From an optimization exercise on the open Yosys and OpenROAD flow, aimed at a short achievable clock period and few clock cycles; shortcuts taken in it are not production practice.
The RTL was checked by simulation tests, not by an equivalence proof against the original design.
Power is estimated from default activity; no workload was simulated.

[flow/config.mk]
export PLATFORM = sky130hd
export DESIGN_NAME = CPU_top
export DESIGN_NICKNAME = CPU_top
export VERILOG_FILES = /design/flow/design.v
export SDC_FILE = /design/flow/constraint.sdc
export NUM_CORES = 4
export LEC_CHECK = 0
export CAP_MARGIN = 20
export CORE_MARGIN = 2
export CORE_UTILIZATION = 40
export SETUP_SLACK_MARGIN = 3.0
export SLEW_MARGIN = 20
[flow/constraint.sdc]
create_clock -name core_clock -period 8.0 [get_ports {CLK}]
set_input_delay 1.6000 -clock core_clock [delete_from_list [all_inputs] [get_ports {CLK}]]
set_output_delay 1.6000 -clock core_clock [all_outputs]
set_load 0.01 [all_outputs]
[flow/design.v]
`timescale 1ns / 1ps
module ControlUnit(
	input [15:0] Instr,
	output MemtoReg,
	output MemWrite,
	output reg Branch,
	output [3:0] ALUControl,
	output reg ALUSrc,
	output reg RegWrite,
	output Jump,
	output Link,
	output FlagWrite,
	output enable,
	output [2:0] rs,
	output reg [2:0] rt,
	output [2:0] rd,
	output reg [15:0] SignImm16
    );
	wire [3:0] Op;
	assign Op = Instr[15:12];   
	wire Halt = (Op == 4'b1111) && (Instr[11:8] == 4'b1111);
	assign rs = Instr[6:4];
	always@(*)
	begin
		if(Op == 4'b1010)
			rt = Instr[10:8];
		else
			rt = Instr[2:0];
	end
	assign rd = Instr[10:8];
	always@(*)
	begin
		if((Op == 4'b1001)
		 ||(Op == 4'b1010)
		 ||(Op == 4'b0110))
			begin
				SignImm16 = { {12{1'b0}}, Instr[3:0]};
				ALUSrc = 1'b1;
			end
		else if((Op == 4'b1000)
		      ||(Op == 4'b1110)
		      ||(Op == 4'b1101)
		      ||(Op == 4'b1011)
		      ||(Op == 4'b1100))
			begin
				SignImm16 = { {8{1'b0}}, Instr[7:0]};
				ALUSrc = 1'b1;
			end
		else
			begin
				SignImm16 = 16'b0;
				ALUSrc = 1'b0;
			end
	end
	assign ALUControl = Op;
	assign MemtoReg = (Op == 4'b1001);
	assign MemWrite = (Op == 4'b1010);
	assign Jump = (Op == 4'b1110) || (Op == 4'b1101) || ((Op == 4'b1111) && !Halt);
	assign Link = (Op == 4'b1101);
	always@(*)
	begin
		if((Op == 4'b1011)
		 ||(Op == 4'b1100))
			Branch = 1'b1;
		else
			Branch = 1'b0;
	end
	always@(*)
	begin
		if((Op == 4'b0000)
		 ||(Op == 4'b0001)
		 ||(Op == 4'b0010)
		 ||(Op == 4'b0011)
		 ||(Op == 4'b0100)
		 ||(Op == 4'b0101)
		 ||(Op == 4'b0110)
		 ||(Op == 4'b1000)
		 ||(Op == 4'b1001)
		 ||(Op == 4'b1101))
			RegWrite = 1'b1;
		else
			RegWrite = 1'b0;
	end
	assign FlagWrite = RegWrite && !MemtoReg && !Link;
	assign enable = ~Halt;
endmodule
`timescale 1ns / 1ps
module ALU(
	input CLK,
	input [3:0] ALUControl,
	input FlagWrite,
	input [15:0] SrcA,
	input [15:0] SrcB,
	output reg [15:0] ALUResult,
	output reg Flag
    );
	wire ZF_temp;
	reg ZF;
	always@(*)
	begin
		case(ALUControl)
			4'b0000:	ALUResult = ( SrcA + SrcB );
			4'b0001:	ALUResult = ( SrcA - SrcB );
			4'b0010:	ALUResult = ( SrcA & SrcB );
			4'b0011:	ALUResult = ( SrcA | SrcB );
			4'b0100:	ALUResult = ( SrcA ^ SrcB );
			4'b0101:	ALUResult = ( ~SrcA );
			4'b0110:	ALUResult = ( SrcA << SrcB[3:0] );
			4'b1000:	ALUResult = SrcB;
			4'b1001:	ALUResult = ( SrcA + SrcB );
			4'b1010:	ALUResult = ( SrcA + SrcB );
			4'b1011:	ALUResult = SrcB;
			4'b1100:	ALUResult = SrcB;
			4'b1101:	ALUResult = SrcB;
			4'b1110:	ALUResult = SrcB;
			4'b1111:	ALUResult = SrcA;
			default:	ALUResult = 16'b0;
		endcase
	end
	assign ZF_temp = (ALUResult == 0);
	always@(posedge CLK)
	begin
		if(FlagWrite)
			ZF <= ZF_temp;
	end
	always@(*)
	begin
		case(ALUControl)
			4'b1110:	Flag = 1'b1;
			4'b1101:	Flag = 1'b1;
			4'b1111:	Flag = 1'b1;
			4'b1011:	Flag = ZF;
			4'b1100:	Flag = ~ZF;
			default:	Flag = 1'b0;
		endcase
	end
endmodule
`timescale 1ns / 1ps
module RegisterFile(
	input CLK,
	input [2:0] A1,
	input [2:0] A2,
	input [2:0] A3,      
	input [15:0] WD3,    
	input WE3,           
	output [15:0] RD1,
	output [15:0] RD2
    );
	reg [15:0] RFmem [7:0];
	always@(posedge CLK)
	begin
		if(WE3)
			RFmem[A3] <= WD3;
	end
	assign RD1 = RFmem[A1];
	assign RD2 = RFmem[A2];
endmodule
`timescale 1ns / 1ps
module CPU_top(
	input CLK,
	input reset,
	output [7:0] OPT_PC,        
	input [15:0] imem_rdata,    
	output [7:0] dmem_addr,     
	output [15:0] dmem_wdata,   
	output dmem_we,             
	input [15:0] dmem_rdata,    
	output halted
    );
	reg [7:0] PC;
	wire [15:0] Instr;
	wire [2:0] rs;
	wire [2:0] rt;
	wire [2:0] rd;
	wire [15:0] SignImm16;
	wire MemtoReg, MemWrite, Branch, ALUSrc, RegWrite, Jump, Link, FlagWrite;
	wire [3:0] ALUControl;
	wire JorB, PCSrc, Flag;
	wire [15:0] RD1_out;
	wire [15:0] RD2_out;
	wire [15:0] SrcA;
	wire [15:0] SrcB;
	wire [15:0] ALUResult;
	wire [15:0] WriteData;
	wire [15:0] ReadData;
	wire [15:0] Result;
	wire [7:0] NextPC;
	wire [7:0] PCPlus1;
	wire enable;
	assign Instr = imem_rdata;
	ControlUnit CU(
		.Instr(Instr),
		.MemtoReg(MemtoReg),
		.MemWrite(MemWrite),
		.Branch(Branch),
		.ALUControl(ALUControl),
		.ALUSrc(ALUSrc),
		.RegWrite(RegWrite),
		.Jump(Jump),
		.Link(Link),
		.FlagWrite(FlagWrite),
		.enable(enable),
		.rs(rs),
		.rt(rt),
		.rd(rd),
		.SignImm16(SignImm16)
	);
	RegisterFile RF(
		.CLK(CLK),
		.A1(rs),
		.A2(rt),
		.A3(rd),
		.WD3(Result),
		.WE3(RegWrite),
		.RD1(RD1_out),
		.RD2(RD2_out)
	);
	assign SrcA = RD1_out;
	assign SrcB = (ALUSrc) ? SignImm16 : RD2_out;
	ALU alu(
		.CLK(CLK),
		.ALUControl(ALUControl),
		.FlagWrite(FlagWrite),
		.SrcA(SrcA),
		.SrcB(SrcB),
		.ALUResult(ALUResult),
		.Flag(Flag)
	);
	assign WriteData = RD2_out;
	assign dmem_addr = ALUResult[7:0];
	assign dmem_wdata = WriteData;
	assign dmem_we = MemWrite;
	assign ReadData = dmem_rdata;
	assign PCPlus1 = PC + 1'b1;
	assign Result = (MemtoReg) ? ReadData : (Link) ? {8'b0, PCPlus1} : ALUResult;
	assign JorB = ( Jump | Branch );  
	assign PCSrc = ( JorB & Flag );   
	assign NextPC = (PCSrc) ? ALUResult[7:0] : PCPlus1;
	always@(posedge CLK)  
	begin
		if(reset)
			PC <= 0;
		else
		begin
			if(enable)
				PC <= NextPC;
			else
				PC <= PC;
		end
	end
	assign OPT_PC = PC;
	assign halted = ~enable;
endmodule
[flow/run.sh]
#!/bin/bash
# synth_recipe.tcl (not shown) runs the flow's synth.tcl, then flattens the netlist and writes it again
# the make line also repeats each setting of config.mk as NAME=value (left out here)
make -C /OpenROAD-flow-scripts/flow DESIGN_CONFIG=/design/flow/config.mk WORK_HOME=/design/flow/orfs CLKGATE_MAP_FILE= SYNTH_SCRIPT=/design/flow/synth_recipe.tcl finish
==> summary.txt <==
## registers in the layout (all words and copies together), names as in the netlist
register and flops:
alu.ZF 1, RF.RFmem 128, PC 8
## cell families after synthesis
| logic type | count (synthesis) |
|---|---|
| buffers and inverters | 112 |
| AO/OA/AOI/OAI | 243 |
| adder cells (fa/ha/maj) | 51 |
| XOR/XNOR | 35 |
| flip-flops | 137 |
| AND/OR/NAND/NOR | 312 |
| multiplexers | 127 |
## cell usage after synthesis, types with 5 or more instances
cell type  number
a22oi_1        10
nand3_1        23
a221oi_1       24
a32o_1          5
o21ai_0        39
clkbuf_1       35
a32oi_1         7
nor2_1         84
a21o_1          5
mux2_2         21
inv_2           5
a2111oi_0      12
and3_1         14
mux4_2         32
buf_1           9
a211oi_1        7
and2_1          5
nand2b_1        8
dfxtp_1         8
a31oi_1        14
nor3_1         13
edfxtp_1      129
mux2i_1        71
nand4_1        16
ha_1           50
or2_2           5
nor4_1         17
xnor2_1        29
o22ai_1         6
buf_2          17
a21oi_1        56
nand2_1       102
xor2_1          6
inv_1          43
o211ai_1       12
## layer usage
metal / GRT usage / part of all wire / up-vias / wire, um
met2: 0.4736 / 0.47 / 606 / 19110
li1: - / - / 4371 / -
met4: 0.1285 / 0.044 / 0 / 1792
met5: 0 / 0 / - / 0
met3: 0.05073 / 0.087 / 128 / 3564
met1: 0.3949 / 0.40 / 4902 / 16440
## area by class of cell
class                           instances  area [sq um]
Timing Repair Buffer                  262          2381
Sequential cell                       137          4034
Fill cell                            2053         10530
Multi-Input combinational cell        769          7137
Clock buffer                           17         425.4
Tap cell                              330         412.9
Inverter                               50         205.2
Clock inverter                         15         127.6
## cells in the final DEF (no fill, tap or decap), types with 10 or more instances in the layout
master and count:
and3_1 14, a2111oi_4 11, nor2_1 59, mux2_2 19
clkdlybuf4s50_1 33, buf_4 145, nand4_1 16, buf_12 10
buf_2 16, nor2_2 15, buf_6 38, xnor2_1 23
clkbuf_16 18, nor2_4 13, o21ai_0 28, edfxtp_1 129
a221oi_1 17, a21oi_2 11, a21oi_1 33, o211ai_1 12
nand2_1 98, nor4_1 10, ha_1 39, mux4_2 32
inv_1 41, a21oi_4 12, mux2i_1 63, nand3_1 23
## metrics by stage
stage | total power, uW | worst slack (ns) | std cells | hold WS [ns] | util
floorplan | 1451 | 1.466 | 1017 | 0.5501 | -
global placement | 1773 | 0.2686 | 1420 | 0.5355 | 0.4742
detailed placement | 1773 | 0.2120 | 1420 | 0.5457 | 0.4742
CTS | 2680 | 1.173 | 1525 | 0.5598 | 0.5450
global route | 2968 | 0.9996 | 1580 | 0.6179 | 0.5830
finish | 2867 | 1.054 | 1580 | 0.5649 | 0.5830
## power by group through the flow
stage	clock, uW	sequential [uW]	combinational (uW)
final	745	886	1240
after global routing	778	889	1300
after floorplan	0	892	559
after CTS	749	885	1050
after global placement	0	899	874
after detailed placement	0	899	874
## worst max-delay path by stage
stage	slack, ns	from	end
2_1_floorplan	1.47	imem_rdata[14]	dmem_addr[3]
3_3_place_gp	0.27	imem_rdata[15]	dmem_addr[7]
3_5_place_dp	0.21	imem_rdata[15]	dmem_addr[1]
4_1_cts	1.17	imem_rdata[12]	dmem_addr[3]
5_1_grt	1.0	imem_rdata[14]	dmem_addr[6]
6_report	1.05	imem_rdata[14]	dmem_addr[6]
## worst max-delay path, stage by stage
cell,delay (ns)
buf_6,0.09
nand4bb_4,0.29
buf_12,0.19
a22oi_2,0.30
mux2i_2,0.32
a32oi_2,0.13
a31oi_4,0.28
ha_4,0.24
mux2_4,0.30
fa_2,0.39
a21o_1,0.20
a21oi_4,0.20
o21ai_2,0.09
nor2_2,0.17
xnor2_2,0.09
a21oi_2,0.19
o31ai_2,0.10
buf_2,0.16
## repair_timing
action	CTS	global route
gates cloned	3	1
endpoints found under the hold margin	0	0
hold buffers	0	0
setup endpoints to repair	153	151
buffers inserted	70	53
pin swaps	48	70
resized for setup	214	131
==> run_results.csv <==
group,metric,value,unit
synth,yosys-top-cells-area,"edfxtp_1 (37%), mux4_2 (7.0%), mux2i_1 (6.9%)",
placement,port_buffers,67,
hold_path,worstHoldStart,"PC[1]$_SDFFE_PP0N_",
critical_path,reg2reg_from,"RF.RFmem[6][2]$_DFFE_PP_",
clock_tree,clock-root-buffer,"clkbuf_16",
detailed_routing,route.vias.total,10010,
synth,synth.avg_cell_area,10.17,sq um
pwr,sequentialPowerShare,0.309,
critical_path,timing.setup.critical_path_class,"input port to primary output",
clock_tree,worstSkewPairLatency,0.43,ns
placement,dp.final_hpwl,27130,um
timing,final_min_period_over_clock_period,0.8683,
critical_path,r2r_setup_slack,2.94,ns
pwr,power.switching,1023,uW
detailed_routing,dr.pass1.iters,5,
timing,timing_hold_violations_final,0,
placement,place_area,0.01198,sq mm
detailed_routing,postRouteWirelength,40910,um
synth,synth_enable_flop_cells,129,
synth,synth-warning-count,4,
grt,gr-total-overflow,0,
synth,async_reset_ff_frac,0,
timing,report.final.setup_viol,0,
pwr,static-leakage-power,0.005660,uW
grt,grt_max_degree,34,
grt,antenna_found_initial,0,
synth,synth.cell_area,0.01035,sq mm
detailed_routing,drcViolationCount,0,
pwr,clockPowerShare,0.260,
hold_path,holdPathEnd,"PC[1]$_SDFFE_PP0N_",
synth,yosys.area.top_type_share,0.3744,
critical_path,worst_r2r_endpoint,"RF.RFmem[5][15]$_DFFE_PP_",
floorplan,io-pin-count,68,
timing,rsz0062_at_grt,"true",
timing,report.final.slew_viol_count,0,
floorplan,floorplan.rows,58,
outcome,run_status,"no timing/DRC/antenna violations",
synth,synth-xor-area-share,0.02963,
timing,timing.final.crit_period,6.946,ns
critical_path,rr_worst_depth,24,
detailed_routing,post_drt_wl_per_cell,25.89,um
grt,grt_first_pass_wirelength,58560,um
critical_path,required,6.40,ns
synth,proportion_of_synthesized_chip_area_in_sequential_cells,0.3899,
pwr,swShare,0.3567,
grt,grt_usage,0.2956,
timing,finalSetupTns,0,ns
critical_path,timing.critical_path.fanout_max,5,
synth,synth_fa_ha_area_frac,0.06240,
synth,synth_area_in_compound_gates,0.1662,
synth,synthSimpleGateAreaFrac,0.1437,
synth,synth_seq_cells,137,
detailed_routing,detailedRoute.firstIterationViolations,1222,
clock_tree,clock_net_sink_count,137,
critical_path,worst_ep_arrival_time,5.35,ns
hold_path,hold_path.class,"flip-flop to flip-flop",
final_layout,final_cell_area,0.01472,sq mm
timing,achievable-frequency,0.1440,GHz
final_layout,synthToLayoutAreaGrowth,42.30,%
critical_path,worst_setup_path_start_kind,"input port",
placement,routability_driven_placement_congestion_ratio,1.015,
grt,grt_pass1_vias,9508,
critical_path,critPathCaptureType,"primary output",
pwr,vdd_ir_drop_max,0.2081,mV
detailed_routing,avgViaCountPerCell,6.334,
synth,synth_cell_types,79,
synth,synthesis.nets,1102,
floorplan,floorplan.die_area,0.02717,sq mm
synth,synthDominantAreaCellType,"edfxtp_1",
timing,relSlewSlack,0.4666,
synth,yosys-mux-area-fraction,0.1652,
pwr,combinational_power_share,0.431,
final_layout,antenna_cells,0,
floorplan,initial_utilization,0.4097,
pwr,p_per_area,194.8,mW/mm^2
timing,worst-slew-pin-transition,0.8000,ns
hold_path,hold_path_depth,2,
detailed_routing,final_antenna_net_count,0,
clock_tree,cts.reportedPaths.clkPinSlew,0.07,ns
pwr,internal_power,1845,uW
flow_run,maxCapViolCount,0,
final_layout,final_layout_size_suffix_gt1_frac,0.3880,
clock_tree,cts_tree,"done",
floorplan,die_h,164.8,um
synth,postSynthCellCount,1017,
final_layout,fin_nets,1322,
synth,combinational_family_with_the_most_area_after_synthesis,"compound AO/OA/AOI/OAI gates",
timing,skew,0.008396,ns
synth,ys_dominant_reg_cell,"edfxtp_1",
floorplan,die_w,164.8,um
clock_tree,htreeDepth,4,
clock_tree,cts_buffer_depth,2,
clock_tree,cts_buffers,17,
floorplan,core_area,0.02525,sq mm
Testbench counts, summed over its fixed seeds: cycles 45,700.

## separate check: timing with driven ports
The results above use ideal ports. As a check the final layout listed here was re-extracted and re-timed, cells and wires unchanged. Step 1 assumes that a clkbuf_16 drives the clock port and a buf_2 every other input. Step 2, shift: input delay + t, output delay - t, t = (earliest + latest rising clock arrival at the registers) / 2. This alone moves slack from input paths to output paths. Slacks: ideal ports / drivers / drivers and shift; pairs: ideal ports / drivers.
shift t [ns]: 0.468
setup WS [ns]: 1.054 / 1.020 / 0.858
hold slack, ns: 0.565 / 0.565 / 0.565
worst slew at a driven data input, ns: 0.04
pins driven straight from the clock port: 1
After both steps setup and hold are still met in this run. For this run, drivers alone change the setup slack by -0.034 ns; drivers and shift together by -0.196 ns.
